From an optimization exercise on the open Yosys and OpenROAD flow, aimed at small area and a short achievable clock period; shortcuts taken in it are not production practice.
Only the layout flow was run in this run; the RTL was not checked for function there.
Power is estimated from default activity; no workload was simulated.

===== flow/design.v =====
`timescale 1ns / 1ps
module g_inv    (input a, output y);                  assign y = ~a;                             endmodule
module g_buf    (input a, output y);                  assign y = a;                              endmodule
module g_nand2  (input a, b, output y);               assign y = ~(a & b);                       endmodule
module g_nor2   (input a, b, output y);               assign y = ~(a | b);                       endmodule
module g_and2   (input a, b, output y);               assign y = a & b;                          endmodule
module g_or2    (input a, b, output y);               assign y = a | b;                          endmodule
module g_nand2b (input an, b, output y);              assign y = ~(~an & b);                     endmodule
module g_a21oi  (input a1, a2, b1, output y);         assign y = ~((a1 & a2) | b1);              endmodule
module g_o21ai  (input a1, a2, b1, output y);         assign y = ~((a1 | a2) & b1);              endmodule
module g_a21o   (input a1, a2, b1, output y);         assign y = (a1 & a2) | b1;                 endmodule
module g_o21a   (input a1, a2, b1, output y);         assign y = (a1 | a2) & b1;                 endmodule
module g_o22ai  (input a1, a2, b1, b2, output y);     assign y = ~((a1 | a2) & (b1 | b2));       endmodule
module g_xor2   (input a, b, output y);               assign y = a ^ b;                          endmodule
module g_xnor2  (input a, b, output y);               assign y = ~(a ^ b);                       endmodule
module g_mux2i  (input a0, a1, s, output y);          assign y = ~(s ? a1 : a0);                 endmodule
module g_nand3  (input a, b, c, output y);            assign y = ~(a & b & c);                   endmodule
module g_a31oi  (input a1, a2, a3, b1, output y);     assign y = ~((a1 & a2 & a3) | b1);         endmodule
module g_a32oi  (input a1, a2, a3, b1, b2, output y); assign y = ~((a1 & a2 & a3) | (b1 & b2));   endmodule
`timescale 1ns / 1ps
module Nbit_ALU(r1, r2, r3, ALUop);
parameter n = 32;
input  [n-1:0] r2, r3;
input  [2:0]   ALUop;
output [n-1:0] r1;
wire o02n;
g_nor2 u_o02n (.a(ALUop[0]), .b(ALUop[2]), .y(o02n));
wire t0n_d;
g_mux2i u_t0n_d (.a0(ALUop[0]), .a1(ALUop[1]), .s(ALUop[2]), .y(t0n_d));
wire t0n_0;
g_buf u_t0n_0 (.a(t0n_d), .y(t0n_0));
wire t0n_1;
g_buf u_t0n_1 (.a(t0n_d), .y(t0n_1));
wire t1n_d;
g_xor2 u_t1n_d (.a(ALUop[1]), .b(o02n), .y(t1n_d));
wire t1n_0;
g_buf u_t1n_0 (.a(t1n_d), .y(t1n_0));
wire t1n_1;
g_buf u_t1n_1 (.a(t1n_d), .y(t1n_1));
wire esn_d;
g_o21a u_esn_d (.a1(ALUop[1]), .a2(ALUop[0]), .b1(ALUop[2]), .y(esn_d));
wire esn_0;
g_buf u_esn_0 (.a(esn_d), .y(esn_0));
wire esn_1;
g_buf u_esn_1 (.a(esn_d), .y(esn_1));
wire ecn_d;
g_nand2b u_ecn_d (.an(ALUop[1]), .b(ALUop[2]), .y(ecn_d));
wire ecn_0;
g_buf u_ecn_0 (.a(ecn_d), .y(ecn_0));
wire ecn_1;
g_buf u_ecn_1 (.a(ecn_d), .y(ecn_1));
wire enn_d;
g_nand2b u_enn_d (.an(ALUop[2]), .b(ALUop[1]), .y(enn_d));
wire enn_0;
g_buf u_enn_0 (.a(enn_d), .y(enn_0));
wire enn_1;
g_buf u_enn_1 (.a(enn_d), .y(enn_1));
wire en_d;
g_inv u_en_d (.a(enn_0), .y(en_d));
wire en_0;
g_buf u_en_0 (.a(en_d), .y(en_0));
wire en_1;
g_buf u_en_1 (.a(en_d), .y(en_1));
wire op01n;
g_nand2 u_op01n (.a(ALUop[0]), .b(ALUop[1]), .y(op01n));
wire sub;
g_nor2 u_sub (.a(ALUop[2]), .b(op01n), .y(sub));
wire op12n;
g_nand2 u_op12n (.a(ALUop[1]), .b(ALUop[2]), .y(op12n));
wire slt;
g_nor2 u_slt (.a(ALUop[0]), .b(op12n), .y(slt));
wire bb0;
g_mux2i u_bb0 (.a0(t0n_0), .a1(t1n_0), .s(r3[0]), .y(bb0));
wire gn0;
g_nand2 u_gn0 (.a(r2[0]), .b(bb0), .y(gn0));
wire tn0;
g_nor2 u_tn0 (.a(r2[0]), .b(bb0), .y(tn0));
wire pn0;
g_nand2b u_pn0 (.an(tn0), .b(gn0), .y(pn0));
wire y0;
g_o22ai u_y0 (.a1(gn0), .a2(ecn_0), .b1(pn0), .b2(esn_0), .y(y0));
wire bb1;
g_mux2i u_bb1 (.a0(t0n_0), .a1(t1n_0), .s(r3[1]), .y(bb1));
wire gn1;
g_nand2 u_gn1 (.a(r2[1]), .b(bb1), .y(gn1));
wire tn1;
g_nor2 u_tn1 (.a(r2[1]), .b(bb1), .y(tn1));
wire pn1;
g_nand2b u_pn1 (.an(tn1), .b(gn1), .y(pn1));
wire y1;
g_o22ai u_y1 (.a1(gn1), .a2(ecn_0), .b1(pn1), .b2(esn_0), .y(y1));
wire bb2;
g_mux2i u_bb2 (.a0(t0n_0), .a1(t1n_0), .s(r3[2]), .y(bb2));
wire gn2;
g_nand2 u_gn2 (.a(r2[2]), .b(bb2), .y(gn2));
wire tn2;
g_nor2 u_tn2 (.a(r2[2]), .b(bb2), .y(tn2));
wire pn2;
g_nand2b u_pn2 (.an(tn2), .b(gn2), .y(pn2));
wire y2;
g_o22ai u_y2 (.a1(gn2), .a2(ecn_0), .b1(pn2), .b2(esn_0), .y(y2));
wire bb3;
g_mux2i u_bb3 (.a0(t0n_0), .a1(t1n_0), .s(r3[3]), .y(bb3));
wire gn3;
g_nand2 u_gn3 (.a(r2[3]), .b(bb3), .y(gn3));
wire tn3;
g_nor2 u_tn3 (.a(r2[3]), .b(bb3), .y(tn3));
wire pn3;
g_nand2b u_pn3 (.an(tn3), .b(gn3), .y(pn3));
wire y3;
g_o22ai u_y3 (.a1(gn3), .a2(ecn_0), .b1(pn3), .b2(esn_0), .y(y3));
wire bb4;
g_mux2i u_bb4 (.a0(t0n_0), .a1(t1n_0), .s(r3[4]), .y(bb4));
wire gn4;
g_nand2 u_gn4 (.a(r2[4]), .b(bb4), .y(gn4));
wire tn4;
g_nor2 u_tn4 (.a(r2[4]), .b(bb4), .y(tn4));
wire pn4;
g_nand2b u_pn4 (.an(tn4), .b(gn4), .y(pn4));
wire y4;
g_o22ai u_y4 (.a1(gn4), .a2(ecn_0), .b1(pn4), .b2(esn_0), .y(y4));
wire bb5;
g_mux2i u_bb5 (.a0(t0n_0), .a1(t1n_0), .s(r3[5]), .y(bb5));
wire gn5;
g_nand2 u_gn5 (.a(r2[5]), .b(bb5), .y(gn5));
wire tn5;
g_nor2 u_tn5 (.a(r2[5]), .b(bb5), .y(tn5));
wire pn5;
g_nand2b u_pn5 (.an(tn5), .b(gn5), .y(pn5));
wire y5;
g_o22ai u_y5 (.a1(gn5), .a2(ecn_0), .b1(pn5), .b2(esn_0), .y(y5));
wire bb6;
g_mux2i u_bb6 (.a0(t0n_0), .a1(t1n_0), .s(r3[6]), .y(bb6));
wire gn6;
g_nand2 u_gn6 (.a(r2[6]), .b(bb6), .y(gn6));
wire tn6;
g_nor2 u_tn6 (.a(r2[6]), .b(bb6), .y(tn6));
wire pn6;
g_nand2b u_pn6 (.an(tn6), .b(gn6), .y(pn6));
wire y6;
g_o22ai u_y6 (.a1(gn6), .a2(ecn_0), .b1(pn6), .b2(esn_0), .y(y6));
wire bb7;
g_mux2i u_bb7 (.a0(t0n_0), .a1(t1n_0), .s(r3[7]), .y(bb7));
wire gn7;
g_nand2 u_gn7 (.a(r2[7]), .b(bb7), .y(gn7));
wire tn7;
g_nor2 u_tn7 (.a(r2[7]), .b(bb7), .y(tn7));
wire pn7;
g_nand2b u_pn7 (.an(tn7), .b(gn7), .y(pn7));
wire y7;
g_o22ai u_y7 (.a1(gn7), .a2(ecn_0), .b1(pn7), .b2(esn_0), .y(y7));
wire bb8;
g_mux2i u_bb8 (.a0(t0n_0), .a1(t1n_0), .s(r3[8]), .y(bb8));
wire gn8;
g_nand2 u_gn8 (.a(r2[8]), .b(bb8), .y(gn8));
wire tn8;
g_nor2 u_tn8 (.a(r2[8]), .b(bb8), .y(tn8));
wire pn8;
g_nand2b u_pn8 (.an(tn8), .b(gn8), .y(pn8));
wire y8;
g_o22ai u_y8 (.a1(gn8), .a2(ecn_0), .b1(pn8), .b2(esn_0), .y(y8));
wire bb9;
g_mux2i u_bb9 (.a0(t0n_0), .a1(t1n_0), .s(r3[9]), .y(bb9));
wire gn9;
g_nand2 u_gn9 (.a(r2[9]), .b(bb9), .y(gn9));
wire tn9;
g_nor2 u_tn9 (.a(r2[9]), .b(bb9), .y(tn9));
wire pn9;
g_nand2b u_pn9 (.an(tn9), .b(gn9), .y(pn9));
wire y9;
g_o22ai u_y9 (.a1(gn9), .a2(ecn_0), .b1(pn9), .b2(esn_0), .y(y9));
wire bb10;
g_mux2i u_bb10 (.a0(t0n_0), .a1(t1n_0), .s(r3[10]), .y(bb10));
wire gn10;
g_nand2 u_gn10 (.a(r2[10]), .b(bb10), .y(gn10));
wire tn10;
g_nor2 u_tn10 (.a(r2[10]), .b(bb10), .y(tn10));
wire pn10;
g_nand2b u_pn10 (.an(tn10), .b(gn10), .y(pn10));
wire y10;
g_o22ai u_y10 (.a1(gn10), .a2(ecn_0), .b1(pn10), .b2(esn_0), .y(y10));
wire bb11;
g_mux2i u_bb11 (.a0(t0n_0), .a1(t1n_0), .s(r3[11]), .y(bb11));
wire gn11;
g_nand2 u_gn11 (.a(r2[11]), .b(bb11), .y(gn11));
wire tn11;
g_nor2 u_tn11 (.a(r2[11]), .b(bb11), .y(tn11));
wire pn11;
g_nand2b u_pn11 (.an(tn11), .b(gn11), .y(pn11));
wire y11;
g_o22ai u_y11 (.a1(gn11), .a2(ecn_0), .b1(pn11), .b2(esn_0), .y(y11));
wire bb12;
g_mux2i u_bb12 (.a0(t0n_0), .a1(t1n_0), .s(r3[12]), .y(bb12));
wire gn12;
g_nand2 u_gn12 (.a(r2[12]), .b(bb12), .y(gn12));
wire tn12;
g_nor2 u_tn12 (.a(r2[12]), .b(bb12), .y(tn12));
wire pn12;
g_nand2b u_pn12 (.an(tn12), .b(gn12), .y(pn12));
wire y12;
g_o22ai u_y12 (.a1(gn12), .a2(ecn_0), .b1(pn12), .b2(esn_0), .y(y12));
wire bb13;
g_mux2i u_bb13 (.a0(t0n_0), .a1(t1n_0), .s(r3[13]), .y(bb13));
wire gn13;
g_nand2 u_gn13 (.a(r2[13]), .b(bb13), .y(gn13));
wire tn13;
g_nor2 u_tn13 (.a(r2[13]), .b(bb13), .y(tn13));
wire pn13;
g_nand2b u_pn13 (.an(tn13), .b(gn13), .y(pn13));
wire y13;
g_o22ai u_y13 (.a1(gn13), .a2(ecn_0), .b1(pn13), .b2(esn_0), .y(y13));
wire bb14;
g_mux2i u_bb14 (.a0(t0n_0), .a1(t1n_0), .s(r3[14]), .y(bb14));
wire gn14;
g_nand2 u_gn14 (.a(r2[14]), .b(bb14), .y(gn14));
wire tn14;
g_nor2 u_tn14 (.a(r2[14]), .b(bb14), .y(tn14));
wire pn14;
g_nand2b u_pn14 (.an(tn14), .b(gn14), .y(pn14));
wire y14;
g_o22ai u_y14 (.a1(gn14), .a2(ecn_0), .b1(pn14), .b2(esn_0), .y(y14));
wire bb15;
g_mux2i u_bb15 (.a0(t0n_0), .a1(t1n_0), .s(r3[15]), .y(bb15));
wire gn15;
g_nand2 u_gn15 (.a(r2[15]), .b(bb15), .y(gn15));
wire tn15;
g_nor2 u_tn15 (.a(r2[15]), .b(bb15), .y(tn15));
wire pn15;
g_nand2b u_pn15 (.an(tn15), .b(gn15), .y(pn15));
wire y15;
g_o22ai u_y15 (.a1(gn15), .a2(ecn_0), .b1(pn15), .b2(esn_0), .y(y15));
wire bb16;
g_mux2i u_bb16 (.a0(t0n_1), .a1(t1n_1), .s(r3[16]), .y(bb16));
wire gn16;
g_nand2 u_gn16 (.a(r2[16]), .b(bb16), .y(gn16));
wire tn16;
g_nor2 u_tn16 (.a(r2[16]), .b(bb16), .y(tn16));
wire pn16;
g_nand2b u_pn16 (.an(tn16), .b(gn16), .y(pn16));
wire y16;
g_o22ai u_y16 (.a1(gn16), .a2(ecn_1), .b1(pn16), .b2(esn_1), .y(y16));
wire bb17;
g_mux2i u_bb17 (.a0(t0n_1), .a1(t1n_1), .s(r3[17]), .y(bb17));
wire gn17;
g_nand2 u_gn17 (.a(r2[17]), .b(bb17), .y(gn17));
wire tn17;
g_nor2 u_tn17 (.a(r2[17]), .b(bb17), .y(tn17));
wire pn17;
g_nand2b u_pn17 (.an(tn17), .b(gn17), .y(pn17));
wire y17;
g_o22ai u_y17 (.a1(gn17), .a2(ecn_1), .b1(pn17), .b2(esn_1), .y(y17));
wire bb18;
g_mux2i u_bb18 (.a0(t0n_1), .a1(t1n_1), .s(r3[18]), .y(bb18));
wire gn18;
g_nand2 u_gn18 (.a(r2[18]), .b(bb18), .y(gn18));
wire tn18;
g_nor2 u_tn18 (.a(r2[18]), .b(bb18), .y(tn18));
wire pn18;
g_nand2b u_pn18 (.an(tn18), .b(gn18), .y(pn18));
wire y18;
g_o22ai u_y18 (.a1(gn18), .a2(ecn_1), .b1(pn18), .b2(esn_1), .y(y18));
wire bb19;
g_mux2i u_bb19 (.a0(t0n_1), .a1(t1n_1), .s(r3[19]), .y(bb19));
wire gn19;
g_nand2 u_gn19 (.a(r2[19]), .b(bb19), .y(gn19));
wire tn19;
g_nor2 u_tn19 (.a(r2[19]), .b(bb19), .y(tn19));
wire pn19;
g_nand2b u_pn19 (.an(tn19), .b(gn19), .y(pn19));
wire y19;
g_o22ai u_y19 (.a1(gn19), .a2(ecn_1), .b1(pn19), .b2(esn_1), .y(y19));
wire bb20;
g_mux2i u_bb20 (.a0(t0n_1), .a1(t1n_1), .s(r3[20]), .y(bb20));
wire gn20;
g_nand2 u_gn20 (.a(r2[20]), .b(bb20), .y(gn20));
wire tn20;
g_nor2 u_tn20 (.a(r2[20]), .b(bb20), .y(tn20));
wire pn20;
g_nand2b u_pn20 (.an(tn20), .b(gn20), .y(pn20));
wire y20;
g_o22ai u_y20 (.a1(gn20), .a2(ecn_1), .b1(pn20), .b2(esn_1), .y(y20));
wire bb21;
g_mux2i u_bb21 (.a0(t0n_1), .a1(t1n_1), .s(r3[21]), .y(bb21));
wire gn21;
g_nand2 u_gn21 (.a(r2[21]), .b(bb21), .y(gn21));
wire tn21;
g_nor2 u_tn21 (.a(r2[21]), .b(bb21), .y(tn21));
wire pn21;
g_nand2b u_pn21 (.an(tn21), .b(gn21), .y(pn21));
wire y21;
g_o22ai u_y21 (.a1(gn21), .a2(ecn_1), .b1(pn21), .b2(esn_1), .y(y21));
wire bb22;
g_mux2i u_bb22 (.a0(t0n_1), .a1(t1n_1), .s(r3[22]), .y(bb22));
wire gn22;
g_nand2 u_gn22 (.a(r2[22]), .b(bb22), .y(gn22));
wire tn22;
g_nor2 u_tn22 (.a(r2[22]), .b(bb22), .y(tn22));
wire pn22;
g_nand2b u_pn22 (.an(tn22), .b(gn22), .y(pn22));
wire y22;
g_o22ai u_y22 (.a1(gn22), .a2(ecn_1), .b1(pn22), .b2(esn_1), .y(y22));
wire bb23;
g_mux2i u_bb23 (.a0(t0n_1), .a1(t1n_1), .s(r3[23]), .y(bb23));
wire gn23;
g_nand2 u_gn23 (.a(r2[23]), .b(bb23), .y(gn23));
wire tn23;
g_nor2 u_tn23 (.a(r2[23]), .b(bb23), .y(tn23));
wire pn23;
g_nand2b u_pn23 (.an(tn23), .b(gn23), .y(pn23));
wire y23;
g_o22ai u_y23 (.a1(gn23), .a2(ecn_1), .b1(pn23), .b2(esn_1), .y(y23));
wire bb24;
g_mux2i u_bb24 (.a0(t0n_1), .a1(t1n_1), .s(r3[24]), .y(bb24));
wire gn24;
g_nand2 u_gn24 (.a(r2[24]), .b(bb24), .y(gn24));
wire tn24;
g_nor2 u_tn24 (.a(r2[24]), .b(bb24), .y(tn24));
wire pn24;
g_nand2b u_pn24 (.an(tn24), .b(gn24), .y(pn24));
wire y24;
g_o22ai u_y24 (.a1(gn24), .a2(ecn_1), .b1(pn24), .b2(esn_1), .y(y24));
wire bb25;
g_mux2i u_bb25 (.a0(t0n_1), .a1(t1n_1), .s(r3[25]), .y(bb25));
wire gn25;
g_nand2 u_gn25 (.a(r2[25]), .b(bb25), .y(gn25));
wire tn25;
g_nor2 u_tn25 (.a(r2[25]), .b(bb25), .y(tn25));
wire pn25;
g_nand2b u_pn25 (.an(tn25), .b(gn25), .y(pn25));
wire y25;
g_o22ai u_y25 (.a1(gn25), .a2(ecn_1), .b1(pn25), .b2(esn_1), .y(y25));
wire bb26;
g_mux2i u_bb26 (.a0(t0n_1), .a1(t1n_1), .s(r3[26]), .y(bb26));
wire gn26;
g_nand2 u_gn26 (.a(r2[26]), .b(bb26), .y(gn26));
wire tn26;
g_nor2 u_tn26 (.a(r2[26]), .b(bb26), .y(tn26));
wire pn26;
g_nand2b u_pn26 (.an(tn26), .b(gn26), .y(pn26));
wire y26;
g_o22ai u_y26 (.a1(gn26), .a2(ecn_1), .b1(pn26), .b2(esn_1), .y(y26));
wire bb27;
g_mux2i u_bb27 (.a0(t0n_1), .a1(t1n_1), .s(r3[27]), .y(bb27));
wire gn27;
g_nand2 u_gn27 (.a(r2[27]), .b(bb27), .y(gn27));
wire tn27;
g_nor2 u_tn27 (.a(r2[27]), .b(bb27), .y(tn27));
wire pn27;
g_nand2b u_pn27 (.an(tn27), .b(gn27), .y(pn27));
wire y27;
g_o22ai u_y27 (.a1(gn27), .a2(ecn_1), .b1(pn27), .b2(esn_1), .y(y27));
wire bb28;
g_mux2i u_bb28 (.a0(t0n_1), .a1(t1n_1), .s(r3[28]), .y(bb28));
wire gn28;
g_nand2 u_gn28 (.a(r2[28]), .b(bb28), .y(gn28));
wire tn28;
g_nor2 u_tn28 (.a(r2[28]), .b(bb28), .y(tn28));
wire pn28;
g_nand2b u_pn28 (.an(tn28), .b(gn28), .y(pn28));
wire y28;
g_o22ai u_y28 (.a1(gn28), .a2(ecn_1), .b1(pn28), .b2(esn_1), .y(y28));
wire bb29;
g_mux2i u_bb29 (.a0(t0n_1), .a1(t1n_1), .s(r3[29]), .y(bb29));
wire gn29;
g_nand2 u_gn29 (.a(r2[29]), .b(bb29), .y(gn29));
wire tn29;
g_nor2 u_tn29 (.a(r2[29]), .b(bb29), .y(tn29));
wire pn29;
g_nand2b u_pn29 (.an(tn29), .b(gn29), .y(pn29));
wire y29;
g_o22ai u_y29 (.a1(gn29), .a2(ecn_1), .b1(pn29), .b2(esn_1), .y(y29));
wire bb30;
g_mux2i u_bb30 (.a0(t0n_1), .a1(t1n_1), .s(r3[30]), .y(bb30));
wire gn30;
g_nand2 u_gn30 (.a(r2[30]), .b(bb30), .y(gn30));
wire tn30;
g_nor2 u_tn30 (.a(r2[30]), .b(bb30), .y(tn30));
wire pn30;
g_nand2b u_pn30 (.an(tn30), .b(gn30), .y(pn30));
wire y30;
g_o22ai u_y30 (.a1(gn30), .a2(ecn_1), .b1(pn30), .b2(esn_1), .y(y30));
wire bb31;
g_mux2i u_bb31 (.a0(t0n_1), .a1(t1n_1), .s(r3[31]), .y(bb31));
wire gn31;
g_nand2 u_gn31 (.a(r2[31]), .b(bb31), .y(gn31));
wire tn31;
g_nor2 u_tn31 (.a(r2[31]), .b(bb31), .y(tn31));
wire pn31;
g_nand2b u_pn31 (.an(tn31), .b(gn31), .y(pn31));
wire y31;
g_o22ai u_y31 (.a1(gn31), .a2(ecn_1), .b1(pn31), .b2(esn_1), .y(y31));
wire t0p;
g_inv u_t0p (.a(t0n_d), .y(t0p));
wire G0n;
g_mux2i u_G0n (.a0(t0p), .a1(r2[0]), .s(r3[0]), .y(G0n));
wire G1_1;
g_o21ai u_G1_1 (.a1(tn1), .a2(G0n), .b1(gn1), .y(G1_1));
wire G1_2;
g_o21ai u_G1_2 (.a1(tn2), .a2(gn1), .b1(gn2), .y(G1_2));
wire T1_2;
g_nor2 u_T1_2 (.a(tn2), .b(tn1), .y(T1_2));
wire G1_3;
g_o21ai u_G1_3 (.a1(tn3), .a2(gn2), .b1(gn3), .y(G1_3));
wire T1_3;
g_nor2 u_T1_3 (.a(tn3), .b(tn2), .y(T1_3));
wire G1_4;
g_o21ai u_G1_4 (.a1(tn4), .a2(gn3), .b1(gn4), .y(G1_4));
wire T1_4;
g_nor2 u_T1_4 (.a(tn4), .b(tn3), .y(T1_4));
wire G1_5;
g_o21ai u_G1_5 (.a1(tn5), .a2(gn4), .b1(gn5), .y(G1_5));
wire T1_5;
g_nor2 u_T1_5 (.a(tn5), .b(tn4), .y(T1_5));
wire G1_6;
g_o21ai u_G1_6 (.a1(tn6), .a2(gn5), .b1(gn6), .y(G1_6));
wire T1_6;
g_nor2 u_T1_6 (.a(tn6), .b(tn5), .y(T1_6));
wire G1_7;
g_o21ai u_G1_7 (.a1(tn7), .a2(gn6), .b1(gn7), .y(G1_7));
wire T1_7;
g_nor2 u_T1_7 (.a(tn7), .b(tn6), .y(T1_7));
wire G1_8;
g_o21ai u_G1_8 (.a1(tn8), .a2(gn7), .b1(gn8), .y(G1_8));
wire T1_8;
g_nor2 u_T1_8 (.a(tn8), .b(tn7), .y(T1_8));
wire G1_9;
g_o21ai u_G1_9 (.a1(tn9), .a2(gn8), .b1(gn9), .y(G1_9));
wire T1_9;
g_nor2 u_T1_9 (.a(tn9), .b(tn8), .y(T1_9));
wire G1_10;
g_o21ai u_G1_10 (.a1(tn10), .a2(gn9), .b1(gn10), .y(G1_10));
wire T1_10;
g_nor2 u_T1_10 (.a(tn10), .b(tn9), .y(T1_10));
wire G1_11;
g_o21ai u_G1_11 (.a1(tn11), .a2(gn10), .b1(gn11), .y(G1_11));
wire T1_11;
g_nor2 u_T1_11 (.a(tn11), .b(tn10), .y(T1_11));
wire G1_12;
g_o21ai u_G1_12 (.a1(tn12), .a2(gn11), .b1(gn12), .y(G1_12));
wire T1_12;
g_nor2 u_T1_12 (.a(tn12), .b(tn11), .y(T1_12));
wire G1_13;
g_o21ai u_G1_13 (.a1(tn13), .a2(gn12), .b1(gn13), .y(G1_13));
wire T1_13;
g_nor2 u_T1_13 (.a(tn13), .b(tn12), .y(T1_13));
wire G1_14;
g_o21ai u_G1_14 (.a1(tn14), .a2(gn13), .b1(gn14), .y(G1_14));
wire T1_14;
g_nor2 u_T1_14 (.a(tn14), .b(tn13), .y(T1_14));
wire G1_15;
g_o21ai u_G1_15 (.a1(tn15), .a2(gn14), .b1(gn15), .y(G1_15));
wire T1_15;
g_nor2 u_T1_15 (.a(tn15), .b(tn14), .y(T1_15));
wire G1_16;
g_o21ai u_G1_16 (.a1(tn16), .a2(gn15), .b1(gn16), .y(G1_16));
wire T1_16;
g_nor2 u_T1_16 (.a(tn16), .b(tn15), .y(T1_16));
wire G1_17;
g_o21ai u_G1_17 (.a1(tn17), .a2(gn16), .b1(gn17), .y(G1_17));
wire T1_17;
g_nor2 u_T1_17 (.a(tn17), .b(tn16), .y(T1_17));
wire G1_18;
g_o21ai u_G1_18 (.a1(tn18), .a2(gn17), .b1(gn18), .y(G1_18));
wire T1_18;
g_nor2 u_T1_18 (.a(tn18), .b(tn17), .y(T1_18));
wire G1_19;
g_o21ai u_G1_19 (.a1(tn19), .a2(gn18), .b1(gn19), .y(G1_19));
wire T1_19;
g_nor2 u_T1_19 (.a(tn19), .b(tn18), .y(T1_19));
wire G1_20;
g_o21ai u_G1_20 (.a1(tn20), .a2(gn19), .b1(gn20), .y(G1_20));
wire T1_20;
g_nor2 u_T1_20 (.a(tn20), .b(tn19), .y(T1_20));
wire G1_21;
g_o21ai u_G1_21 (.a1(tn21), .a2(gn20), .b1(gn21), .y(G1_21));
wire T1_21;
g_nor2 u_T1_21 (.a(tn21), .b(tn20), .y(T1_21));
wire G1_22;
g_o21ai u_G1_22 (.a1(tn22), .a2(gn21), .b1(gn22), .y(G1_22));
wire T1_22;
g_nor2 u_T1_22 (.a(tn22), .b(tn21), .y(T1_22));
wire G1_23;
g_o21ai u_G1_23 (.a1(tn23), .a2(gn22), .b1(gn23), .y(G1_23));
wire T1_23;
g_nor2 u_T1_23 (.a(tn23), .b(tn22), .y(T1_23));
wire G1_24;
g_o21ai u_G1_24 (.a1(tn24), .a2(gn23), .b1(gn24), .y(G1_24));
wire T1_24;
g_nor2 u_T1_24 (.a(tn24), .b(tn23), .y(T1_24));
wire G1_25;
g_o21ai u_G1_25 (.a1(tn25), .a2(gn24), .b1(gn25), .y(G1_25));
wire T1_25;
g_nor2 u_T1_25 (.a(tn25), .b(tn24), .y(T1_25));
wire G1_26;
g_o21ai u_G1_26 (.a1(tn26), .a2(gn25), .b1(gn26), .y(G1_26));
wire T1_26;
g_nor2 u_T1_26 (.a(tn26), .b(tn25), .y(T1_26));
wire G1_27;
g_o21ai u_G1_27 (.a1(tn27), .a2(gn26), .b1(gn27), .y(G1_27));
wire T1_27;
g_nor2 u_T1_27 (.a(tn27), .b(tn26), .y(T1_27));
wire G1_28;
g_o21ai u_G1_28 (.a1(tn28), .a2(gn27), .b1(gn28), .y(G1_28));
wire T1_28;
g_nor2 u_T1_28 (.a(tn28), .b(tn27), .y(T1_28));
wire G1_29;
g_o21ai u_G1_29 (.a1(tn29), .a2(gn28), .b1(gn29), .y(G1_29));
wire T1_29;
g_nor2 u_T1_29 (.a(tn29), .b(tn28), .y(T1_29));
wire G1_30;
g_o21ai u_G1_30 (.a1(tn30), .a2(gn29), .b1(gn30), .y(G1_30));
wire T1_30;
g_nor2 u_T1_30 (.a(tn30), .b(tn29), .y(T1_30));
wire n_G0n;
g_inv u_n_G0n (.a(G0n), .y(n_G0n));
wire G2_2;
g_a21oi u_G2_2 (.a1(T1_2), .a2(n_G0n), .b1(G1_2), .y(G2_2));
wire G2_3;
g_a21oi u_G2_3 (.a1(T1_3), .a2(G1_1), .b1(G1_3), .y(G2_3));
wire G2_4;
g_a21oi u_G2_4 (.a1(T1_4), .a2(G1_2), .b1(G1_4), .y(G2_4));
wire T2_4;
g_nand2 u_T2_4 (.a(T1_4), .b(T1_2), .y(T2_4));
wire G2_5;
g_a21oi u_G2_5 (.a1(T1_5), .a2(G1_3), .b1(G1_5), .y(G2_5));
wire T2_5;
g_nand2 u_T2_5 (.a(T1_5), .b(T1_3), .y(T2_5));
wire G2_6;
g_a21oi u_G2_6 (.a1(T1_6), .a2(G1_4), .b1(G1_6), .y(G2_6));
wire T2_6;
g_nand2 u_T2_6 (.a(T1_6), .b(T1_4), .y(T2_6));
wire G2_7;
g_a21oi u_G2_7 (.a1(T1_7), .a2(G1_5), .b1(G1_7), .y(G2_7));
wire T2_7;
g_nand2 u_T2_7 (.a(T1_7), .b(T1_5), .y(T2_7));
wire G2_8;
g_a21oi u_G2_8 (.a1(T1_8), .a2(G1_6), .b1(G1_8), .y(G2_8));
wire T2_8;
g_nand2 u_T2_8 (.a(T1_8), .b(T1_6), .y(T2_8));
wire G2_9;
g_a21oi u_G2_9 (.a1(T1_9), .a2(G1_7), .b1(G1_9), .y(G2_9));
wire T2_9;
g_nand2 u_T2_9 (.a(T1_9), .b(T1_7), .y(T2_9));
wire G2_10;
g_a21oi u_G2_10 (.a1(T1_10), .a2(G1_8), .b1(G1_10), .y(G2_10));
wire T2_10;
g_nand2 u_T2_10 (.a(T1_10), .b(T1_8), .y(T2_10));
wire G2_11;
g_a21oi u_G2_11 (.a1(T1_11), .a2(G1_9), .b1(G1_11), .y(G2_11));
wire T2_11;
g_nand2 u_T2_11 (.a(T1_11), .b(T1_9), .y(T2_11));
wire G2_12;
g_a21oi u_G2_12 (.a1(T1_12), .a2(G1_10), .b1(G1_12), .y(G2_12));
wire T2_12;
g_nand2 u_T2_12 (.a(T1_12), .b(T1_10), .y(T2_12));
wire G2_13;
g_a21oi u_G2_13 (.a1(T1_13), .a2(G1_11), .b1(G1_13), .y(G2_13));
wire T2_13;
g_nand2 u_T2_13 (.a(T1_13), .b(T1_11), .y(T2_13));
wire G2_14;
g_a21oi u_G2_14 (.a1(T1_14), .a2(G1_12), .b1(G1_14), .y(G2_14));
wire T2_14;
g_nand2 u_T2_14 (.a(T1_14), .b(T1_12), .y(T2_14));
wire G2_15;
g_a21oi u_G2_15 (.a1(T1_15), .a2(G1_13), .b1(G1_15), .y(G2_15));
wire T2_15;
g_nand2 u_T2_15 (.a(T1_15), .b(T1_13), .y(T2_15));
wire G2_16;
g_a21oi u_G2_16 (.a1(T1_16), .a2(G1_14), .b1(G1_16), .y(G2_16));
wire T2_16;
g_nand2 u_T2_16 (.a(T1_16), .b(T1_14), .y(T2_16));
wire G2_17;
g_a21oi u_G2_17 (.a1(T1_17), .a2(G1_15), .b1(G1_17), .y(G2_17));
wire T2_17;
g_nand2 u_T2_17 (.a(T1_17), .b(T1_15), .y(T2_17));
wire G2_18;
g_a21oi u_G2_18 (.a1(T1_18), .a2(G1_16), .b1(G1_18), .y(G2_18));
wire T2_18;
g_nand2 u_T2_18 (.a(T1_18), .b(T1_16), .y(T2_18));
wire G2_19;
g_a21oi u_G2_19 (.a1(T1_19), .a2(G1_17), .b1(G1_19), .y(G2_19));
wire T2_19;
g_nand2 u_T2_19 (.a(T1_19), .b(T1_17), .y(T2_19));
wire G2_20;
g_a21oi u_G2_20 (.a1(T1_20), .a2(G1_18), .b1(G1_20), .y(G2_20));
wire T2_20;
g_nand2 u_T2_20 (.a(T1_20), .b(T1_18), .y(T2_20));
wire G2_21;
g_a21oi u_G2_21 (.a1(T1_21), .a2(G1_19), .b1(G1_21), .y(G2_21));
wire T2_21;
g_nand2 u_T2_21 (.a(T1_21), .b(T1_19), .y(T2_21));
wire G2_22;
g_a21oi u_G2_22 (.a1(T1_22), .a2(G1_20), .b1(G1_22), .y(G2_22));
wire T2_22;
g_nand2 u_T2_22 (.a(T1_22), .b(T1_20), .y(T2_22));
wire G2_23;
g_a21oi u_G2_23 (.a1(T1_23), .a2(G1_21), .b1(G1_23), .y(G2_23));
wire T2_23;
g_nand2 u_T2_23 (.a(T1_23), .b(T1_21), .y(T2_23));
wire G2_24;
g_a21oi u_G2_24 (.a1(T1_24), .a2(G1_22), .b1(G1_24), .y(G2_24));
wire T2_24;
g_nand2 u_T2_24 (.a(T1_24), .b(T1_22), .y(T2_24));
wire G2_25;
g_a21oi u_G2_25 (.a1(T1_25), .a2(G1_23), .b1(G1_25), .y(G2_25));
wire T2_25;
g_nand2 u_T2_25 (.a(T1_25), .b(T1_23), .y(T2_25));
wire G2_26;
g_a21oi u_G2_26 (.a1(T1_26), .a2(G1_24), .b1(G1_26), .y(G2_26));
wire T2_26;
g_nand2 u_T2_26 (.a(T1_26), .b(T1_24), .y(T2_26));
wire G2_27;
g_a21oi u_G2_27 (.a1(T1_27), .a2(G1_25), .b1(G1_27), .y(G2_27));
wire T2_27;
g_nand2 u_T2_27 (.a(T1_27), .b(T1_25), .y(T2_27));
wire G2_28;
g_a21oi u_G2_28 (.a1(T1_28), .a2(G1_26), .b1(G1_28), .y(G2_28));
wire T2_28;
g_nand2 u_T2_28 (.a(T1_28), .b(T1_26), .y(T2_28));
wire G2_29;
g_a21oi u_G2_29 (.a1(T1_29), .a2(G1_27), .b1(G1_29), .y(G2_29));
wire T2_29;
g_nand2 u_T2_29 (.a(T1_29), .b(T1_27), .y(T2_29));
wire G2_30;
g_a21oi u_G2_30 (.a1(T1_30), .a2(G1_28), .b1(G1_30), .y(G2_30));
wire T2_30;
g_nand2 u_T2_30 (.a(T1_30), .b(T1_28), .y(T2_30));
wire G3_4;
g_o21ai u_G3_4 (.a1(T2_4), .a2(G0n), .b1(G2_4), .y(G3_4));
wire n_G1_1;
g_inv u_n_G1_1 (.a(G1_1), .y(n_G1_1));
wire G3_5;
g_o21ai u_G3_5 (.a1(T2_5), .a2(n_G1_1), .b1(G2_5), .y(G3_5));
wire G3_6;
g_o21ai u_G3_6 (.a1(T2_6), .a2(G2_2), .b1(G2_6), .y(G3_6));
wire G3_7;
g_o21ai u_G3_7 (.a1(T2_7), .a2(G2_3), .b1(G2_7), .y(G3_7));
wire G3_8;
g_o21ai u_G3_8 (.a1(T2_8), .a2(G2_4), .b1(G2_8), .y(G3_8));
wire T3_8;
g_nor2 u_T3_8 (.a(T2_8), .b(T2_4), .y(T3_8));
wire G3_9;
g_o21ai u_G3_9 (.a1(T2_9), .a2(G2_5), .b1(G2_9), .y(G3_9));
wire T3_9;
g_nor2 u_T3_9 (.a(T2_9), .b(T2_5), .y(T3_9));
wire G3_10;
g_o21ai u_G3_10 (.a1(T2_10), .a2(G2_6), .b1(G2_10), .y(G3_10));
wire T3_10;
g_nor2 u_T3_10 (.a(T2_10), .b(T2_6), .y(T3_10));
wire G3_11;
g_o21ai u_G3_11 (.a1(T2_11), .a2(G2_7), .b1(G2_11), .y(G3_11));
wire T3_11;
g_nor2 u_T3_11 (.a(T2_11), .b(T2_7), .y(T3_11));
wire G3_12;
g_o21ai u_G3_12 (.a1(T2_12), .a2(G2_8), .b1(G2_12), .y(G3_12));
wire T3_12;
g_nor2 u_T3_12 (.a(T2_12), .b(T2_8), .y(T3_12));
wire G3_13;
g_o21ai u_G3_13 (.a1(T2_13), .a2(G2_9), .b1(G2_13), .y(G3_13));
wire T3_13;
g_nor2 u_T3_13 (.a(T2_13), .b(T2_9), .y(T3_13));
wire G3_14;
g_o21ai u_G3_14 (.a1(T2_14), .a2(G2_10), .b1(G2_14), .y(G3_14));
wire T3_14;
g_nor2 u_T3_14 (.a(T2_14), .b(T2_10), .y(T3_14));
wire G3_15;
g_o21ai u_G3_15 (.a1(T2_15), .a2(G2_11), .b1(G2_15), .y(G3_15));
wire T3_15;
g_nor2 u_T3_15 (.a(T2_15), .b(T2_11), .y(T3_15));
wire G3_16;
g_o21ai u_G3_16 (.a1(T2_16), .a2(G2_12), .b1(G2_16), .y(G3_16));
wire T3_16;
g_nor2 u_T3_16 (.a(T2_16), .b(T2_12), .y(T3_16));
wire G3_17;
g_o21ai u_G3_17 (.a1(T2_17), .a2(G2_13), .b1(G2_17), .y(G3_17));
wire T3_17;
g_nor2 u_T3_17 (.a(T2_17), .b(T2_13), .y(T3_17));
wire G3_18;
g_o21ai u_G3_18 (.a1(T2_18), .a2(G2_14), .b1(G2_18), .y(G3_18));
wire T3_18;
g_nor2 u_T3_18 (.a(T2_18), .b(T2_14), .y(T3_18));
wire G3_19;
g_o21ai u_G3_19 (.a1(T2_19), .a2(G2_15), .b1(G2_19), .y(G3_19));
wire T3_19;
g_nor2 u_T3_19 (.a(T2_19), .b(T2_15), .y(T3_19));
wire G3_20;
g_o21ai u_G3_20 (.a1(T2_20), .a2(G2_16), .b1(G2_20), .y(G3_20));
wire T3_20;
g_nor2 u_T3_20 (.a(T2_20), .b(T2_16), .y(T3_20));
wire G3_21;
g_o21ai u_G3_21 (.a1(T2_21), .a2(G2_17), .b1(G2_21), .y(G3_21));
wire T3_21;
g_nor2 u_T3_21 (.a(T2_21), .b(T2_17), .y(T3_21));
wire G3_22;
g_o21ai u_G3_22 (.a1(T2_22), .a2(G2_18), .b1(G2_22), .y(G3_22));
wire T3_22;
g_nor2 u_T3_22 (.a(T2_22), .b(T2_18), .y(T3_22));
wire G3_23;
g_o21ai u_G3_23 (.a1(T2_23), .a2(G2_19), .b1(G2_23), .y(G3_23));
wire T3_23;
g_nor2 u_T3_23 (.a(T2_23), .b(T2_19), .y(T3_23));
wire G3_24;
g_o21ai u_G3_24 (.a1(T2_24), .a2(G2_20), .b1(G2_24), .y(G3_24));
wire T3_24;
g_nor2 u_T3_24 (.a(T2_24), .b(T2_20), .y(T3_24));
wire G3_25;
g_o21ai u_G3_25 (.a1(T2_25), .a2(G2_21), .b1(G2_25), .y(G3_25));
wire T3_25;
g_nor2 u_T3_25 (.a(T2_25), .b(T2_21), .y(T3_25));
wire G3_26;
g_o21ai u_G3_26 (.a1(T2_26), .a2(G2_22), .b1(G2_26), .y(G3_26));
wire T3_26;
g_nor2 u_T3_26 (.a(T2_26), .b(T2_22), .y(T3_26));
wire G3_27;
g_o21ai u_G3_27 (.a1(T2_27), .a2(G2_23), .b1(G2_27), .y(G3_27));
wire T3_27;
g_nor2 u_T3_27 (.a(T2_27), .b(T2_23), .y(T3_27));
wire G3_28;
g_o21ai u_G3_28 (.a1(T2_28), .a2(G2_24), .b1(G2_28), .y(G3_28));
wire T3_28;
g_nor2 u_T3_28 (.a(T2_28), .b(T2_24), .y(T3_28));
wire G3_29;
g_o21ai u_G3_29 (.a1(T2_29), .a2(G2_25), .b1(G2_29), .y(G3_29));
wire T3_29;
g_nor2 u_T3_29 (.a(T2_29), .b(T2_25), .y(T3_29));
wire G3_30;
g_o21ai u_G3_30 (.a1(T2_30), .a2(G2_26), .b1(G2_30), .y(G3_30));
wire T3_30;
g_nor2 u_T3_30 (.a(T2_30), .b(T2_26), .y(T3_30));
wire G4_8;
g_a21oi u_G4_8 (.a1(T3_8), .a2(n_G0n), .b1(G3_8), .y(G4_8));
wire G4_9;
g_a21oi u_G4_9 (.a1(T3_9), .a2(G1_1), .b1(G3_9), .y(G4_9));
wire n_G2_2;
g_inv u_n_G2_2 (.a(G2_2), .y(n_G2_2));
wire G4_10;
g_a21oi u_G4_10 (.a1(T3_10), .a2(n_G2_2), .b1(G3_10), .y(G4_10));
wire n_G2_3;
g_inv u_n_G2_3 (.a(G2_3), .y(n_G2_3));
wire G4_11;
g_a21oi u_G4_11 (.a1(T3_11), .a2(n_G2_3), .b1(G3_11), .y(G4_11));
wire G4_12;
g_a21oi u_G4_12 (.a1(T3_12), .a2(G3_4), .b1(G3_12), .y(G4_12));
wire G4_13;
g_a21oi u_G4_13 (.a1(T3_13), .a2(G3_5), .b1(G3_13), .y(G4_13));
wire G4_14;
g_a21oi u_G4_14 (.a1(T3_14), .a2(G3_6), .b1(G3_14), .y(G4_14));
wire kn16;
g_a32oi u_kn16 (.a1(T3_15), .a2(G3_7), .a3(en_1), .b1(G3_15), .b2(en_1), .y(kn16));
wire G4_16;
g_a21oi u_G4_16 (.a1(T3_16), .a2(G3_8), .b1(G3_16), .y(G4_16));
wire T4_16;
g_nand2 u_T4_16 (.a(T3_16), .b(T3_8), .y(T4_16));
wire G4_17;
g_a21oi u_G4_17 (.a1(T3_17), .a2(G3_9), .b1(G3_17), .y(G4_17));
wire T4_17;
g_nand2 u_T4_17 (.a(T3_17), .b(T3_9), .y(T4_17));
wire G4_18;
g_a21oi u_G4_18 (.a1(T3_18), .a2(G3_10), .b1(G3_18), .y(G4_18));
wire T4_18;
g_nand2 u_T4_18 (.a(T3_18), .b(T3_10), .y(T4_18));
wire G4_19;
g_a21oi u_G4_19 (.a1(T3_19), .a2(G3_11), .b1(G3_19), .y(G4_19));
wire T4_19;
g_nand2 u_T4_19 (.a(T3_19), .b(T3_11), .y(T4_19));
wire G4_20;
g_a21oi u_G4_20 (.a1(T3_20), .a2(G3_12), .b1(G3_20), .y(G4_20));
wire T4_20;
g_nand2 u_T4_20 (.a(T3_20), .b(T3_12), .y(T4_20));
wire G4_21;
g_a21oi u_G4_21 (.a1(T3_21), .a2(G3_13), .b1(G3_21), .y(G4_21));
wire T4_21;
g_nand2 u_T4_21 (.a(T3_21), .b(T3_13), .y(T4_21));
wire G4_22;
g_a21oi u_G4_22 (.a1(T3_22), .a2(G3_14), .b1(G3_22), .y(G4_22));
wire T4_22;
g_nand2 u_T4_22 (.a(T3_22), .b(T3_14), .y(T4_22));
wire G4_23;
g_a21oi u_G4_23 (.a1(T3_23), .a2(G3_15), .b1(G3_23), .y(G4_23));
wire T4_23;
g_nand2 u_T4_23 (.a(T3_23), .b(T3_15), .y(T4_23));
wire G4_24;
g_a21oi u_G4_24 (.a1(T3_24), .a2(G3_16), .b1(G3_24), .y(G4_24));
wire T4_24;
g_nand2 u_T4_24 (.a(T3_24), .b(T3_16), .y(T4_24));
wire G4_25;
g_a21oi u_G4_25 (.a1(T3_25), .a2(G3_17), .b1(G3_25), .y(G4_25));
wire T4_25;
g_nand2 u_T4_25 (.a(T3_25), .b(T3_17), .y(T4_25));
wire G4_26;
g_a21oi u_G4_26 (.a1(T3_26), .a2(G3_18), .b1(G3_26), .y(G4_26));
wire T4_26;
g_nand2 u_T4_26 (.a(T3_26), .b(T3_18), .y(T4_26));
wire G4_27;
g_a21oi u_G4_27 (.a1(T3_27), .a2(G3_19), .b1(G3_27), .y(G4_27));
wire T4_27;
g_nand2 u_T4_27 (.a(T3_27), .b(T3_19), .y(T4_27));
wire G4_28;
g_a21oi u_G4_28 (.a1(T3_28), .a2(G3_20), .b1(G3_28), .y(G4_28));
wire T4_28;
g_nand2 u_T4_28 (.a(T3_28), .b(T3_20), .y(T4_28));
wire G4_29;
g_a21oi u_G4_29 (.a1(T3_29), .a2(G3_21), .b1(G3_29), .y(G4_29));
wire T4_29;
g_nand2 u_T4_29 (.a(T3_29), .b(T3_21), .y(T4_29));
wire G4_30;
g_a21oi u_G4_30 (.a1(T3_30), .a2(G3_22), .b1(G3_30), .y(G4_30));
wire T4_30;
g_nand2 u_T4_30 (.a(T3_30), .b(T3_22), .y(T4_30));
wire G5_16;
g_o21ai u_G5_16 (.a1(T4_16), .a2(G0n), .b1(G4_16), .y(G5_16));
wire G5_17;
g_o21ai u_G5_17 (.a1(T4_17), .a2(n_G1_1), .b1(G4_17), .y(G5_17));
wire G5_18;
g_o21ai u_G5_18 (.a1(T4_18), .a2(G2_2), .b1(G4_18), .y(G5_18));
wire G5_19;
g_o21ai u_G5_19 (.a1(T4_19), .a2(G2_3), .b1(G4_19), .y(G5_19));
wire n_G3_4;
g_inv u_n_G3_4 (.a(G3_4), .y(n_G3_4));
wire G5_20;
g_o21ai u_G5_20 (.a1(T4_20), .a2(n_G3_4), .b1(G4_20), .y(G5_20));
wire n_G3_5;
g_inv u_n_G3_5 (.a(G3_5), .y(n_G3_5));
wire G5_21;
g_o21ai u_G5_21 (.a1(T4_21), .a2(n_G3_5), .b1(G4_21), .y(G5_21));
wire n_G3_6;
g_inv u_n_G3_6 (.a(G3_6), .y(n_G3_6));
wire G5_22;
g_o21ai u_G5_22 (.a1(T4_22), .a2(n_G3_6), .b1(G4_22), .y(G5_22));
wire n_G3_7;
g_inv u_n_G3_7 (.a(G3_7), .y(n_G3_7));
wire G5_23;
g_o21ai u_G5_23 (.a1(T4_23), .a2(n_G3_7), .b1(G4_23), .y(G5_23));
wire G5_24;
g_o21ai u_G5_24 (.a1(T4_24), .a2(G4_8), .b1(G4_24), .y(G5_24));
wire G5_25;
g_o21ai u_G5_25 (.a1(T4_25), .a2(G4_9), .b1(G4_25), .y(G5_25));
wire G5_26;
g_o21ai u_G5_26 (.a1(T4_26), .a2(G4_10), .b1(G4_26), .y(G5_26));
wire G5_27;
g_o21ai u_G5_27 (.a1(T4_27), .a2(G4_11), .b1(G4_27), .y(G5_27));
wire G5_28;
g_o21ai u_G5_28 (.a1(T4_28), .a2(G4_12), .b1(G4_28), .y(G5_28));
wire G5_29;
g_o21ai u_G5_29 (.a1(T4_29), .a2(G4_13), .b1(G4_29), .y(G5_29));
wire G5_30;
g_o21ai u_G5_30 (.a1(T4_30), .a2(G4_14), .b1(G4_30), .y(G5_30));
wire k1;
g_nor2 u_k1 (.a(G0n), .b(enn_0), .y(k1));
g_xor2 u_r1 (.a(y1), .b(k1), .y(r1[1]));
wire kn2;
g_nand2 u_kn2 (.a(G1_1), .b(en_0), .y(kn2));
g_xnor2 u_r2 (.a(y2), .b(kn2), .y(r1[2]));
wire k3;
g_nor2 u_k3 (.a(G2_2), .b(enn_0), .y(k3));
g_xor2 u_r3 (.a(y3), .b(k3), .y(r1[3]));
wire k4;
g_nor2 u_k4 (.a(G2_3), .b(enn_0), .y(k4));
g_xor2 u_r4 (.a(y4), .b(k4), .y(r1[4]));
wire kn5;
g_nand2 u_kn5 (.a(G3_4), .b(en_0), .y(kn5));
g_xnor2 u_r5 (.a(y5), .b(kn5), .y(r1[5]));
wire kn6;
g_nand2 u_kn6 (.a(G3_5), .b(en_0), .y(kn6));
g_xnor2 u_r6 (.a(y6), .b(kn6), .y(r1[6]));
wire kn7;
g_nand2 u_kn7 (.a(G3_6), .b(en_0), .y(kn7));
g_xnor2 u_r7 (.a(y7), .b(kn7), .y(r1[7]));
wire kn8;
g_nand2 u_kn8 (.a(G3_7), .b(en_0), .y(kn8));
g_xnor2 u_r8 (.a(y8), .b(kn8), .y(r1[8]));
wire k9;
g_nor2 u_k9 (.a(G4_8), .b(enn_0), .y(k9));
g_xor2 u_r9 (.a(y9), .b(k9), .y(r1[9]));
wire k10;
g_nor2 u_k10 (.a(G4_9), .b(enn_0), .y(k10));
g_xor2 u_r10 (.a(y10), .b(k10), .y(r1[10]));
wire k11;
g_nor2 u_k11 (.a(G4_10), .b(enn_0), .y(k11));
g_xor2 u_r11 (.a(y11), .b(k11), .y(r1[11]));
wire k12;
g_nor2 u_k12 (.a(G4_11), .b(enn_0), .y(k12));
g_xor2 u_r12 (.a(y12), .b(k12), .y(r1[12]));
wire k13;
g_nor2 u_k13 (.a(G4_12), .b(enn_0), .y(k13));
g_xor2 u_r13 (.a(y13), .b(k13), .y(r1[13]));
wire k14;
g_nor2 u_k14 (.a(G4_13), .b(enn_0), .y(k14));
g_xor2 u_r14 (.a(y14), .b(k14), .y(r1[14]));
wire k15;
g_nor2 u_k15 (.a(G4_14), .b(enn_0), .y(k15));
g_xor2 u_r15 (.a(y15), .b(k15), .y(r1[15]));
g_xnor2 u_r16 (.a(y16), .b(kn16), .y(r1[16]));
wire kn17;
g_nand2 u_kn17 (.a(G5_16), .b(en_1), .y(kn17));
g_xnor2 u_r17 (.a(y17), .b(kn17), .y(r1[17]));
wire kn18;
g_nand2 u_kn18 (.a(G5_17), .b(en_1), .y(kn18));
g_xnor2 u_r18 (.a(y18), .b(kn18), .y(r1[18]));
wire kn19;
g_nand2 u_kn19 (.a(G5_18), .b(en_1), .y(kn19));
g_xnor2 u_r19 (.a(y19), .b(kn19), .y(r1[19]));
wire kn20;
g_nand2 u_kn20 (.a(G5_19), .b(en_1), .y(kn20));
g_xnor2 u_r20 (.a(y20), .b(kn20), .y(r1[20]));
wire kn21;
g_nand2 u_kn21 (.a(G5_20), .b(en_1), .y(kn21));
g_xnor2 u_r21 (.a(y21), .b(kn21), .y(r1[21]));
wire kn22;
g_nand2 u_kn22 (.a(G5_21), .b(en_1), .y(kn22));
g_xnor2 u_r22 (.a(y22), .b(kn22), .y(r1[22]));
wire kn23;
g_nand2 u_kn23 (.a(G5_22), .b(en_1), .y(kn23));
g_xnor2 u_r23 (.a(y23), .b(kn23), .y(r1[23]));
wire kn24;
g_nand2 u_kn24 (.a(G5_23), .b(en_1), .y(kn24));
g_xnor2 u_r24 (.a(y24), .b(kn24), .y(r1[24]));
wire kn25;
g_nand2 u_kn25 (.a(G5_24), .b(en_1), .y(kn25));
g_xnor2 u_r25 (.a(y25), .b(kn25), .y(r1[25]));
wire kn26;
g_nand2 u_kn26 (.a(G5_25), .b(en_1), .y(kn26));
g_xnor2 u_r26 (.a(y26), .b(kn26), .y(r1[26]));
wire kn27;
g_nand2 u_kn27 (.a(G5_26), .b(en_1), .y(kn27));
g_xnor2 u_r27 (.a(y27), .b(kn27), .y(r1[27]));
wire kn28;
g_nand2 u_kn28 (.a(G5_27), .b(en_1), .y(kn28));
g_xnor2 u_r28 (.a(y28), .b(kn28), .y(r1[28]));
wire kn29;
g_nand2 u_kn29 (.a(G5_28), .b(en_1), .y(kn29));
g_xnor2 u_r29 (.a(y29), .b(kn29), .y(r1[29]));
wire kn30;
g_nand2 u_kn30 (.a(G5_29), .b(en_1), .y(kn30));
g_xnor2 u_r30 (.a(y30), .b(kn30), .y(r1[30]));
wire kn31;
g_nand2 u_kn31 (.a(G5_30), .b(en_1), .y(kn31));
g_xnor2 u_r31 (.a(y31), .b(kn31), .y(r1[31]));
wire x31n;
g_xor2 u_x31n (.a(pn31), .b(G5_30), .y(x31n));
wire z0n;
g_xnor2 u_z0n (.a(y0), .b(sub), .y(z0n));
g_mux2i u_r0 (.a0(z0n), .a1(x31n), .s(slt), .y(r1[0]));
endmodule
`timescale 1ns / 1ps
module dff(q, d, clk);
input		d, clk;       
output reg	q;            
always @(posedge clk)
q<=d;
endmodule
`timescale 1ns / 1ps
module Nbit_Register(outo, ino, clk);
parameter n = 32;
input [n-1:0] ino;
output [n-1:0] outo;
input clk;
genvar i;
generate
for (i = 0; i < n; i = i + 1) begin: registerblk
dff Dflipflop(.q(outo[i]) , .d(ino[i]), .clk(clk) );
end
endgenerate
endmodule
`timescale 1ns / 1ps
module Nbit_ALU_Register (r2, r3, ALUop, r0, clk);
parameter n = 32;
input[n-1:0] r2, r3;
input[2:0] ALUop;
input clk;
output [n-1:0] r0;
wire[n-1:0] r1;
Nbit_ALU #(n) alu1 (.r1(r1), .r2(r2), .r3(r3), .ALUop(ALUop) );
Nbit_Register #(n) reg1 (.outo(r0), .ino(r1), .clk(clk) );
endmodule

===== flow/flow/run.sh =====
#!/bin/bash
# Standard ORFS layout with two changes: the ports are buffered with buf_1 (instead of the
# delay buffer buffer_ports picks by default), and timing repair aims for a setup slack of
# 10.1 ns, so that it sizes the critical paths for a shorter period than the clock's.
set -euo pipefail
export BUFFER_PORTS_ARGS="-buffer_cell sky130_fd_sc_hd__buf_1"
export SETUP_SLACK_MARGIN=10.1
bash standard.sh > standard.log 2>&1

===== flow/standard.sh =====
#!/bin/bash
# synth_recipe.tcl (not shown) runs the flow's synth.tcl, then flattens the netlist and writes it again
# the make line also repeats each setting of config.mk as NAME=value (left out here)
make -C /OpenROAD-flow-scripts/flow DESIGN_CONFIG=/design/flow/config.mk WORK_HOME=/design/flow/orfs CLKGATE_MAP_FILE= SYNTH_SCRIPT=/design/flow/synth_recipe.tcl "${@:-finish}"

===== flow/config.mk =====
export PLATFORM = sky130hd
export DESIGN_NAME = Nbit_ALU_Register
export DESIGN_NICKNAME = Nbit_ALU_Register
export VERILOG_FILES = /design/flow/design.v
export SDC_FILE = /design/flow/constraint.sdc
export NUM_CORES = 4
export LEC_CHECK = 0
export CAP_MARGIN = 20
export CORE_MARGIN = 2
export CORE_UTILIZATION = 60
export CTS_BUF_LIST = sky130_fd_sc_hd__clkbuf_4
export GPL_TIMING_DRIVEN = 0
export SLEW_MARGIN = 20
export SYNTH_HIERARCHICAL = 1
export SYNTH_MINIMUM_KEEP_SIZE = 0

===== flow/constraint.sdc =====
create_clock -name core_clock -period 15.5 [get_ports {clk}]
set_input_delay 3.1000 -clock core_clock [delete_from_list [all_inputs] [get_ports {clk}]]
set_output_delay 3.1000 -clock core_clock [all_outputs]
set_load 0.01 [all_outputs]

==> impl_metrics.py <==
metrics = {
    "timing": {
        "maxSlewHeadroom_pct": 62.75,
        "finalCriticalPeriod_ps": 5310,
        "slew_violations": 0,
        "hold_viol": 0,
        "worst_slew_pin_slew_ps": 543.2,
        "setup-violations-final": 0,
        "hold_ws_ps": 3158,
        "rsz0062_at_grt": "false",
        "max_freq_ghz": 0.1883,
        "final.setup.tns_ps": 0,
        "timing.final.crit_share_pct": 34.26,
    },
    "worst_setup_path": {
        "worstSetupStartpoint": "ALUop[0]",
        "start_kind": "input pin",
        "crit_top_cell": "o21ai_1",
        "crit_buf_inv": 2,
        "cp.depth": 13,
        "path_cells": "buf_1 -> nor2_1 -> xor2_1 -> buf_4 -> mux2i_1 -> nand2_1 -> o21ai_1 -> a21oi_2 -> o21ai_1 -> a21oi_2 -> o21ai_1 -> nand2_1 -> xnor2_1",
        "path_max_fanout": 16,
        "path_delay_family": "compound AO/OA/AOI/OAI gates",
        "end_kind": "flip-flop",
        "max_stage_delay_ps": 320,
        "arrival_ps": 5580,
        "crit_required_ps": 15770,
        "cp_slowest_cell": "o21ai_1",
        "endpoint": "reg1.registerblk[31].Dflipflop.q$_DFF_P_",
        "path_class": "in -> reg",
    },
    "pwr": {
        "p_int_mw": 0.1890,
        "power_mw": 0.3554,
        "clockPowerShare_pct": 14.1,
        "leakage_nw": 1.567,
        "switching_share_pct": 46.82,
        "p_per_area_nw_per_um2": 91.20,
        "combPwrFrac_pct": 56.3,
        "vdd_drop_max_uv": 54.39,
        "power.switching_mw": 0.1664,
        "p_seq_share_pct": 29.6,
    },
    "layout": {
        "fin_nets": 680,
        "multiInputGateArea_sq_um": 2624,
        "diodes": 0,
        "top_regs": "reg1.registerblk.Dflipflop.q x32",
        "drive_above_1_share_pct": 12.25,
        "largest_reg_flops": 32,
        "fillers": 493,
        "top_register": "reg1.registerblk.Dflipflop.q",
        "ff_latch_area_sq_um": 640.6,
        "fin_util_pct": 71.22,
        "syn2layout_area_growth_pct": 15.67,
    },
    "floorplanning": {
        "die_w_microns": 78.94,
        "core_area_sq_um": 5473,
        "num_rows": 27,
        "io_pins": 100,
        "die_area_sq_um": 6232,
        "start_util_pct": 61.57,
        "dieHeight_microns": 78.94,
    },
    "logic_synthesis": {
        "synth_most_common_cell": "nor2_1",
        "synth-edff-count": 0,
        "yosys_register_bits": 32,
        "synth_top_area_share_pct": 19.01,
        "synth_area_per_cell_sq_um": 6.659,
        "synthFlopType": "dfxtp_1",
        "synth_nets": 574,
        "yosys-top-cells-area": "dfxtp_1, a21oi_2, nor2_1",
        "yosys-top-cells-count": "nor2_1, nand2_1, o21ai_1",
        "yosysWarnings": 7,
        "synth_area_sq_um": 3369,
        "async_flop_share_pct": 0,
        "synth_cell_types": 14,
        "synth.yosys.seq_area_share_pct": 19.01,
        "syn_inst": 506,
        "yosys.area.top_type": "dfxtp_1",
    },
    "global_routing": {
        "grtUsageTotal_pct": 33.98,
        "grt_first_pass_wirelength_mm": 16.79,
        "grt_overflow": 0,
        "antenna_found_initial": 0,
        "grt_pass1_vias": 3749,
        "grt_max_degree": 18,
    },
    "job": {
        "cap_violations": 0,
    },
    "routing": {
        "drc": 0,
        "vias_per_cell": 5.909,
        "via_count": 4042,
        "wl_per_cell_microns": 15.55,
        "routed_wl_mm": 10.64,
        "ant_nets": 0,
        "drtIter0Drc": 326,
        "dr.pass1.iters": 6,
    },
    "placement": {
        "dpl.hpwl_mm": 8.466,
        "io_buffers": 99,
        "globalplace.congestion": 1.020,
    },
    "clock_tree": {
        "clk_path_buf_depth": 2,
        "cts.sinks": 32,
        "h-tree-depth": 2,
        "cts_buffers": 5,
        "cts-root-buf": "clkbuf_4",
        "tritoncts": "done",
        "hold_buffers": 0,
        "cts.clk_slew.worst_paths_ps": 110,
    },
    "worst_hold_path": {
        "hp-class": "in -> reg",
        "holdPathStages": 3,
    },
    "outcome": {
        "outcome": "complete, no violations",
    },
}
## final cells by class
cell class,instances,area share [%]
Clock buffer,6,1.156
Buffer,11,2.119
Sequential cell,32,16.44
Inverter,10,0.9631
Tap cell,72,2.311
Timing Repair Buffer,99,9.567
Multi-Input combinational cell,453,67.32
Clock inverter,1,0.1284
## stage by stage
| step | cell area, sq um | std cells | setup WS, ps |
|---|---|---|---|
| floorplan | 3369 | 506 | 10640 |
| global placement | 3831 | 677 | 9998 |
| detailed placement | 3831 | 677 | 9851 |
| CTS | 3881 | 684 | 10210 |
| global route | 3897 | 684 | 10010 |
| finish | 3897 | 684 | 10190 |
## per-layer routing
metal	global-route usage [%]	vias up	routed length [microns]
met5	0	-	0
met4	17.59	0	418
met3	4.432	40	761
met2	60.43	220	5104
met1	39.80	1818	4352
li1	-	1964	-
## cell usage in the layout, fill, tap and decap left out
cell / count
o21ai_1: 71
clkbuf_4: 6
a32oi_1: 1
o21ai_2: 1
xnor2_1: 22
mux2i_1: 34
xor2_1: 12
nand2_1: 96
mux2i_2: 1
clkinv_2: 1
o21a_1: 1
inv_1: 10
nor2_1: 94
nand2b_1: 34
o22ai_1: 32
nor2_2: 3
buf_4: 11
dfxtp_1: 32
buf_1: 98
clkbuf_2: 1
a21oi_2: 51
## Yosys stat by module (local to each module, per instance), a selection
module	flip-flops and latches	cells	times used
g_o21a	0	1	1
dff	1	1	32
g_inv	0	1	10
g_nand2	0	1	96
g_o21ai	0	1	72
g_nor2	0	1	97
g_xnor2	0	1	22
g_a32oi	0	1	1
g_buf	0	1	11
## timing repair
item | in CTS | in global routing
buffers inserted | 0 | 0
hold endpoints to repair | 0 | 0
gates resized for setup | 0 | 6
setup endpoints to repair | 0 | 7
## cell families (layout without fill, tap and decap cells)
logic type	count (synthesis)	in the layout	share of synthesized area (%)
simple gates	227	227	27.81
compound gates	157	157	30.38
flops	32	32	19.01
buf+inv	21	127	3.565
xor+xnor	34	34	8.838
mux	35	35	10.40
## power groups by stage
stage / registers (mW) / logic, mW / clock network, mW
6_report: 0.105 / 0.200 / 0.0501
4_1_cts: 0.106 / 0.196 / 0.0498
3_5_place_dp: 0.108 / 0.195 / 0
2_1_floorplan: 0.117 / 0.132 / 0
5_1_grt: 0.107 / 0.219 / 0.0528
3_3_place_gp: 0.106 / 0.192 / 0
## how the worst min path moves through the flow
stage	from	end	slack, ps
final	ALUop[0]	reg1.registerblk[0].Dflipflop.q$_DFF_P_	3160
after global routing	ALUop[0]	reg1.registerblk[0].Dflipflop.q$_DFF_P_	3180
after CTS	ALUop[0]	reg1.registerblk[0].Dflipflop.q$_DFF_P_	3140
after detailed placement	reg1.registerblk[28].Dflipflop.q$_DFF_P_	r0[28]	3480
after global placement	reg1.registerblk[27].Dflipflop.q$_DFF_P_	r0[27]	3490
after floorplan	ALUop[0]	reg1.registerblk[0].Dflipflop.q$_DFF_P_	3280

## static timing again, ports no longer ideal
How much do the figures lean on ideal ports? The routed layout below was timed once more, with nothing changed but the port constraints.
Step 1 assumes that a clkbuf_16 drives the clock port and a buf_2 every other input.
Step 2 also shifts input and output timing later by t, the mid clock arrival at the registers, as if the neighbouring blocks saw the same clock.
Three values: ideal, step 1, step 2; two values: the first two.
t (ns): 0.370
slack for setup (ns): 10.190 / 10.195 / 9.824
hold WS [ns]: 3.158 / 3.151 / 3.512
latest minus earliest clock arrival (ns): 0.017 / 0.017
worst data-port slew with drivers (ns): 0.04
After both steps this run still meets setup and hold. For this run, drivers alone change the setup slack by +0.005 ns; drivers and shift together by -0.366 ns.
